Background: an optimization exercise with open tools, aiming at small area. Do not read the settings as production practice.
Function was checked by simulation only, so behaviour that the tests miss may differ from the original.
No activity file was given, so power comes from the tool's default toggle rates.

==> flow/design.v, too long to show whole: its modules and the start of the top module <==
// module top_coldstorage: 2601 lines
module top_coldstorage(clk, rst_n, led_fan, led_hum, sda_lcd_in, sda_lcd_oe, scl_lcd, rx, tx);
  // ...
==> flow/run.sh <==
#!/bin/bash
# synth_recipe.tcl (not shown) runs the flow's synth.tcl, then flattens the netlist and writes it again
# the make line also repeats each setting of config.mk as NAME=value (left out here)
make -C /OpenROAD-flow-scripts/flow DESIGN_CONFIG=/design/flow/config.mk WORK_HOME=/design/flow/orfs CLKGATE_MAP_FILE= SYNTH_SCRIPT=/design/flow/synth_recipe.tcl finish
==> flow/config.mk <==
export PLATFORM = sky130hd
export DESIGN_NAME = top_coldstorage
export DESIGN_NICKNAME = top_coldstorage
export VERILOG_FILES = /design/flow/design.v
export SDC_FILE = /design/flow/constraint.sdc
export NUM_CORES = 4
export LEC_CHECK = 0
export ABC_AREA = 1
export CAP_MARGIN = 20
export CORE_MARGIN = 2
export CORE_UTILIZATION = 80
export CTS_BUF_LIST = sky130_fd_sc_hd__clkbuf_8
export PLACE_DENSITY = 0.85
export SLEW_MARGIN = 20
==> flow/constraint.sdc <==
create_clock -name core_clock -period 10.0 [get_ports {clk}]
set_input_delay 2.0000 -clock core_clock [delete_from_list [all_inputs] [get_ports {clk}]]
set_output_delay 2.0000 -clock core_clock [all_outputs]
set_load 0.01 [all_outputs]
==> flow_summary.yaml, run 1 <==
outcome:
  outcome: "complete, no violations"
layout:
  largestRegisters: "dcnt: 22 flops, tmr: 20 flops, ic: 19 flops"
  multi_input_area_share: 0.380
  final_cell_mix: "nand2_1 (268), inv_1 (197), nor2_1 (128)"
  final_common_cell: "nand2_1"
  seq_share: 0.479
power:
  comb-power_uw: 143
  comb_power_share: 0.101
global_routing:
  grt_pass1_wl_mm: 38.1
  met3_usage: 0.0815
  met1_usage: 0.513
  grtUsageTotal: 0.384
timing:
  worst_pin_slew_ns: 0.955
  whs_ns: 0.438
  rsz0062_at_grt: "no"
critical_path:
  worstSetupPathDepth: 3
  endpoint_kind: "primary output"
synth:
  synth_top_area_share: 0.185
die:
  die_area_um2: 12400
  pin_count: 9
  die_x_um: 111
place:
  placed_cell_area_um2: 9390
  place_congestion: 1.10
cts:
  cts_tree: "built"
  cts_hold_buffers: 0
routing:
  first_iter_violations: 1061
==> run 2: changes to the inputs <==
==> flow/flow/run.sh (new file) <==
#!/bin/bash
# Own layout flow: the standard flow (standard.sh: the standard synthesis,
# floorplan, power grid, placement, CTS, routing and finish) with two changes:
#  * the synthesis maps the combinational logic with an area-only ABC script
#    (abc_area.script beside this file, used through a copy of ORFS's scripts
#    folder; flip-flops are mapped by Yosys before ABC runs, so the registers,
#    their names and cell types are those of the standard synthesis);
#  * clock-tree synthesis runs without dummy loads.
# Each tool's output goes to flow_standard.log in the work folder.
set -euo pipefail
cd "$(dirname "$0")/.."
rm -rf scripts_area
cp -r "$FLOW_HOME/scripts" scripts_area
cp flow/abc_area.script scripts_area/abc_area.script
bash standard.sh \
  "SCRIPTS_DIR=$PWD/scripts_area" \
  "CTS_ARGS=-sink_clustering_enable -repair_clock_nets -dont_use_dummy_load -buf_list sky130_fd_sc_hd__clkbuf_8 -sink_clustering_size 30 -sink_clustering_max_diameter 80" \
  finish > flow_standard.log 2>&1
==> flow/flow/abc_area.script (new file) <==
strash
dch -f
amap
topo
==> flow/standard.sh (new file) <==
#!/bin/bash
# synth_recipe.tcl (not shown) runs the flow's synth.tcl, then flattens the netlist and writes it again
# the make line also repeats each setting of config.mk as NAME=value (left out here)
make -C /OpenROAD-flow-scripts/flow DESIGN_CONFIG=/design/flow/config.mk WORK_HOME=/design/flow/orfs CLKGATE_MAP_FILE= SYNTH_SCRIPT=/design/flow/synth_recipe.tcl "${@:-finish}"
removed: flow/run.sh
==> run 2 against run 1 <==
  * Register-to-register slack got worse by 0.68 ns
  * Via count decreased by 12%
  * Global-route usage is 1.4 points lower
  * Final cell count down 20%
  * Maximum frequency down 1.2%
  * Clock-buffer cell count unchanged
  * Critical path depth decreased by 1
  * Largest power group unchanged
==> flow_summary.yaml, run 2 <==
synth:
  synthesis.area_um2: 8520
  synth_ff_type: "dfrtp_1"
  synthArstFlopShare: 0.612
  ys_seq_area_frac: 0.547
  syn_nets: 929
  yosys-top-cells-count: "nor2_1 (152), clkinv_1 (125), dfrtp_1 (68), nand2_1 (58), o21ai_0 (50)"
  yosys_warnings: 1
  synth_edf_count: 38
  yosys.area.top_type: "dfrtp_1"
  ys_seq_elements: 183
  syn_avg_cell_area_um2: 9.44
  synth_top_area_share: 0.200
  postSynthCellCount: 903
  yosysUniqueCellTypes: 52
  yosysMostFrequentCell: "nor2_1"
  synthTopCellsByArea: "dfrtp_1 (20%), dfstp_2 (14%), edfxtp_1 (13%)"
cts:
  clockRootBuffer: "clkbuf_8"
  post_cts_buffers: 0
  clkSinkCount: 183
  cts_resized: 0
  numCtsBuffers: 17
  htreeDepth: 4
  clk_latency_ns: 0.45
  clkTransAtPathRegs_ns: 0.09
  cts_tree: "built"
  cts_buffer_depth: 2
  cts_hold_buffers: 0
layout:
  num_antenna_cells: 0
  fill_cells: 521
  largest_register_ffs: 22
  regArea_um2: 4660
  top_register: "dcnt"
  area_delta_synth_final_pct: 5.79
  nets: 957
  largestRegisters: "dcnt: 22 flops, tmr: 20 flops, ic: 19 flops"
  final_cell_mix: "nor2_1 (152), clkinv_1 (125), dfrtp_1 (68)"
  drive_gt1_frac: 0.0678
  final_common_cell: "nor2_1"
  multi_input_area_um2: 3390
timing:
  whs_ns: 0.429
  finalSetupViolations: 0
  worst_pin_slew_ns: 0.911
  timing.setup.tns_ns: 0
  rsz0062_at_grt: "no"
  min_period_over_period: 0.368
  finClkSkew_ns: 0.0200
  period_needed_ns: 3.68
  hold_viol_final: 0
  relSlewSlack: 0.387
  drv_slew: 0
  fmaxAchievable_ghz: 0.272
critical_path:
  endpoint_kind: "primary output"
  critical_path_class: "flop to primary output"
  worstPathArrival_ns: 1.68
  worstPathMaxFanout: 2
  cp-startpoint: "sda_en$_DFF_PN1_"
  cp-start-kind: "flop"
  required_ns: 8.00
  reg2reg_from: "tix[0]$_DFF_PN1_"
routing:
  dr.pass1.iters: 12
  routed_wl_mm: 20.1
  first_iter_violations: 1042
  drc: 0
  vias: 7263
  viasPerCell: 6.82
  ant_nets: 0
  wire_per_inst_um: 18.9
place:
  place_congestion: 1.26
  place.detailed.hpwl_mm: 14.1
  io_buffers: 8
die:
  die_area_um2: 11500
  die_h_um: 107
  initial_core_util: 0.825
  pin_count: 9
  die_x_um: 107
  rows: 37
  coreArea_um2: 10300
power:
  power_mw: 1.21
  vdd_drop_max_uv: 145
  p_leak_nw: 3.37
  powerDensity_nw_per_um2: 134
global_routing:
  grt_use_met2: 0.597
  met3_usage: 0.0900
  grtUsageTotal: 0.370
  first_global_vias: 7024
  grt_max_degree: 86
  top_usage_layer: "met2"
  grt_pass1_wl_mm: 33.1
  antenna_found_initial: 0
  grt_overflow_total: 0
  met1_usage: 0.465
run:
  max-cap-violations: 0
min_path:
  hold_path.startpoint: "rcc[2]$_DFF_P_"
  hold_path.class: "flop to flop"
outcome:
  outcome: "complete, no violations"
run 2: changes by cell type after synthesis, moves of 12 or more:
| cell | before | now |
|---|---|---|
| a31oi_1 | 3 | 15 |
| clkinv_1 | 2 | 125 |
| inv_1 | 193 | 0 |
| nand2_1 | 268 | 58 |
| nand3_1 | 75 | 21 |
| nand4_1 | 25 | 6 |
| nor2_1 | 128 | 152 |
| nor2b_1 | 0 | 19 |
| nor3_1 | 18 | 38 |
| o21ai_0 | 84 | 50 |
| o22a_1 | 0 | 34 |
run 2: critical path, stage by stage, from the launching register on:
cell and delay, ns:
dfstp_2 0.53, nor2b_1 0.16, clkdlybuf4s50_1 0.55
run 2: path summary, 6_finish.rpt:
kind | slack (ns) | to | depth (start not counted)
max | 6.32 | sda_lcd_oe | 2
min | 0.43 | rcc[3]$_DFF_P_ | 2
max reg2reg | 6.49 | tix[3]$_DFF_PN1_ | 11
min reg2reg | 0.43 | rcc[3]$_DFF_P_ | 2
max in group asynchronous | 7.50 | en_tx$_DFF_PN0_ | 2
min in group asynchronous | 1.47 | tmr[12]$_DFFE_PN0P_ | 1
run 2: cell type report:
| type | instances | area share |
|---|---|---|
| Sequential cell | 183 | 0.517 |
| Multi-Input combinational cell | 595 | 0.376 |
| Inverter | 125 | 0.0521 |
| Clock buffer | 17 | 0.0260 |
| Tap cell | 136 | 0.0189 |
| Timing Repair Buffer | 9 | 0.00986 |
run 2: stage by stage:
step,cells,setup slack (ns),utilization,instance area (um^2)
floorplan,903,7.29,-,8520
global placement,1048,6.73,0.850,8780
detailed placement,1048,6.67,0.850,8780
CTS,1065,6.32,0.873,9010
global route,1065,6.19,0.873,9010
finish,1065,6.32,0.873,9010
run 2: cell families (layout without fill, tap and decap cells):
| kind of cell | count (synthesis) | count (layout) | synth area share |
|---|---|---|---|
| flops | 183 | 183 | 0.547 |
| fa+ha+maj | 22 | 22 | 0.0323 |
| compound gates | 224 | 224 | 0.175 |
| buf+inv | 125 | 151 | 0.0551 |
| simple gates | 349 | 349 | 0.190 |
run 2: routing by layer:
| metal | vias up | wire (um) |
|---|---|---|
| met1 | 3375 | 7640 |
| met4 | 0 | 998 |
| li1 | 3255 | - |
| met5 | - | 0 |
| met3 | 140 | 1680 |
| met2 | 493 | 9810 |
run 2: where the power goes:
part | internal (mW) | leakage (nW) | switching (mW) | total, mW
logic | 0.0181 | 1.28 | 0.0312 | 0.0493
clock network | 0.150 | 0.122 | 0.213 | 0.363
registers | 0.785 | 1.97 | 0.0144 | 0.799
total | 0.953 | 3.37 | 0.259 | 1.21
==> run 3: changes to the inputs <==
--- a/flow/flow/run.sh
+++ b/flow/flow/run.sh
@@ -14,5 +14,5 @@
 cp flow/abc_area.script scripts_area/abc_area.script
 bash standard.sh \
   "SCRIPTS_DIR=$PWD/scripts_area" \
-  "CTS_ARGS=-sink_clustering_enable -repair_clock_nets -dont_use_dummy_load -buf_list sky130_fd_sc_hd__clkbuf_8 -sink_clustering_size 30 -sink_clustering_max_diameter 80" \
+  "CTS_ARGS=-sink_clustering_enable -repair_clock_nets -dont_use_dummy_load -buf_list sky130_fd_sc_hd__clkbuf_8" \
   finish > flow_standard.log 2>&1
==> run 3 against run 2 <==
  * Sequential share of layout area stayed put
  * Core utilization did not move
  * Via count did not move
  * Clock-buffer cell count is the same
  * Maximum frequency is the same
  * Synthesized cell count is the same
  * Highest routed layer unchanged
==> flow_summary.yaml, run 3 <==
synth:
  synth_top_area_share: 0.200
  synth_ff_type: "dfrtp_1"
  syn_nets: 929
  synth_edf_count: 38
  syn_avg_cell_area_um2: 9.44
  yosys.area.top_type: "dfrtp_1"
  synthesis.area_um2: 8520
  yosysMostFrequentCell: "nor2_1"
  yosysUniqueCellTypes: 52
  yosys-top-cells-count: "nor2_1 (152), clkinv_1 (125), dfrtp_1 (68), nand2_1 (58), o21ai_0 (50)"
  synthArstFlopShare: 0.612
  postSynthCellCount: 903
  ys_seq_elements: 183
  yosys_warnings: 1
  ys_seq_area_frac: 0.547
  synthTopCellsByArea: "dfrtp_1 (20%), dfstp_2 (14%), edfxtp_1 (13%)"
outcome:
  outcome: "complete, no violations"
place:
  io_buffers: 8
  place_inst: 1048
  place_congestion: 1.26
  placed_cell_area_um2: 8780
  place.detailed.hpwl_mm: 14.1
critical_path:
  reg2reg_depth: 11
  critical_path_class: "flop to primary output"
  endpoint_kind: "primary output"
  reg2reg_from: "tix[0]$_DFF_PN1_"
  timing.rr.end: "tix[3]$_DFF_PN1_"
  worstPathArrival_ns: 1.68
  required_ns: 8.00
  r2r_slack_ns: 6.49
  cp-start-kind: "flop"
  worstPathMaxFanout: 2
global_routing:
  grt_max_degree: 86
  grt_pass1_wl_mm: 33.1
  first_global_vias: 7024
  antenna_found_initial: 0
  grt_overflow_total: 0
  grtUsageTotal: 0.370
routing:
  routed_wl_mm: 20.1
  drc: 0
  ant_nets: 0
  dr.pass1.iters: 12
  first_iter_violations: 1042
  viasPerCell: 6.82
  vias: 7263
  wire_per_inst_um: 18.9
layout:
  final_cell_mix: "nor2_1 (152), clkinv_1 (125), dfrtp_1 (68)"
  design_area_um2: 9010
  instances_no_fill: 1065
  largestRegisters: "dcnt: 22 flops, tmr: 20 flops, ic: 19 flops"
  nets: 957
  drive_gt1_frac: 0.0678
  top_register: "dcnt"
  num_antenna_cells: 0
  largest_register_ffs: 22
  area_delta_synth_final_pct: 5.79
  final_common_cell: "nor2_1"
cts:
  numCtsBuffers: 17
  clockRootBuffer: "clkbuf_8"
  htreeDepth: 4
  cts_tree: "built"
  clkTransAtPathRegs_ns: 0.09
  clkSinkCount: 183
  cts_buffer_depth: 2
  clk_latency_ns: 0.45
  cts_hold_buffers: 0
  cts_resized: 0
  post_cts_buffers: 0
min_path:
  hold_path.startpoint: "rcc[2]$_DFF_P_"
  hold_path.class: "flop to flop"
  hold_depth: 2
  whs_endpoint: "rcc[3]$_DFF_P_"
timing:
  relSlewSlack: 0.387
  period_needed_ns: 3.68
  worst_pin_slew_ns: 0.911
  timing.setup.tns_ns: 0
  hold_viol_final: 0
  drv_slew: 0
  finClkSkew_ns: 0.0200
  fmaxAchievable_ghz: 0.272
  min_period_over_period: 0.368
  rsz0062_at_grt: "no"
  finalSetupViolations: 0
die:
  die_area_um2: 11500
  die_h_um: 107
  die_x_um: 107
  initial_core_util: 0.825
  rows: 37
  pin_count: 9
  coreArea_um2: 10300
power:
  vdd_drop_max_uv: 145
  power_mw: 1.21
  p_leak_nw: 3.37
  powerDensity_nw_per_um2: 134
run:
  max-cap-violations: 0
-- run 3: cell type report --
class / count / area [um^2]
repair buffers: 9 / 88.8
well taps: 136 / 170
inverters: 125 / 469
flip-flops and latches: 183 / 4660
multi-input cells: 595 / 3390
fillers: 521 / 1310
clock buffers: 17 / 234
-- run 3: layer usage --
metal  share of wire  track usage
met5               0            0
met4           0.050        0.197
met3           0.084       0.0900
met2            0.49        0.597
met1            0.38        0.465
-- run 3: worst max path at each step --
stage	from	to	cells after the start
floorplan	sda_en$_DFF_PN1_	sda_lcd_oe	1
global placement	rst_n	rbi[2]$_DFF_PN0_	2
detailed placement	rst_n	rbi[2]$_DFF_PN0_	2
CTS	sda_en$_DFF_PN1_	sda_lcd_oe	2
global route	tix[2]$_DFF_PN1_	tix[3]$_DFF_PN1_	10
finish	sda_en$_DFF_PN1_	sda_lcd_oe	2
-- run 3: stage by stage --
step | setup slack [ns] | hold slack, ns | utilization
4_1_cts | 6.32 | 0.424 | 0.873
5_1_grt | 6.19 | 0.444 | 0.873
3_3_place_gp | 6.73 | 0.422 | 0.850
2_1_floorplan | 7.29 | 0.403 | -
3_5_place_dp | 6.67 | 0.421 | 0.850
6_report | 6.32 | 0.429 | 0.873
-- run 3: logic make-up (layout without fill, tap and decap cells) --
kind of cell               after synthesis  after routing  synth area share
AOI/OAI and AO/OA                      224            224             0.175
adders and majority gates               22             22            0.0323
buffers and inverters                  125            151            0.0551
DFF                                    183            183             0.547
and+or+nand+nor                        349            349             0.190
-- run 3: power breakdown --
group | total (mW) | switching [mW] | internal (mW)
clock network | 0.363 | 0.213 | 0.150
logic | 0.0493 | 0.0312 | 0.0181
registers | 0.799 | 0.0144 | 0.785
total | 1.21 | 0.259 | 0.953
-- run 3: worst max-delay path, stage by stage (launching register included) --
cell and delay [ns]:
dfstp_2 0.53, nor2b_1 0.16, clkdlybuf4s50_1 0.55

[re-timing with driven ports]
Ports are ideal in the flow. The routed layouts listed here were re-timed in OpenROAD. Step 1 (the two cells are an assumption about what drives the block):
set clk [get_ports {clk}]
set_driving_cell -lib_cell sky130_fd_sc_hd__clkbuf_16 $clk
set_driving_cell -lib_cell sky130_fd_sc_hd__buf_2 [delete_from_list [all_inputs] $clk]
Step 2 also shifts input and output timing later by t, the mid clock arrival at the registers, as if the neighbouring blocks saw the same clock. Three values: ideal, step 1, step 2; two values: the first two.
run	t (ns)	setup slack, ns	clock arrival spread, ns	slew at the worst register clock pin (ns)
run 1	0.487	6.367 / 6.330 / 6.771	0.020 / 0.020	0.10 / 0.10
run 2	0.483	6.324 / 6.286 / 6.491	0.024 / 0.024	0.09 / 0.09
run 3	0.483	6.324 / 6.286 / 6.491	0.024 / 0.024	0.09 / 0.09
After both steps setup and hold are still met in every run listed. Setup slack includes reset recovery checks.
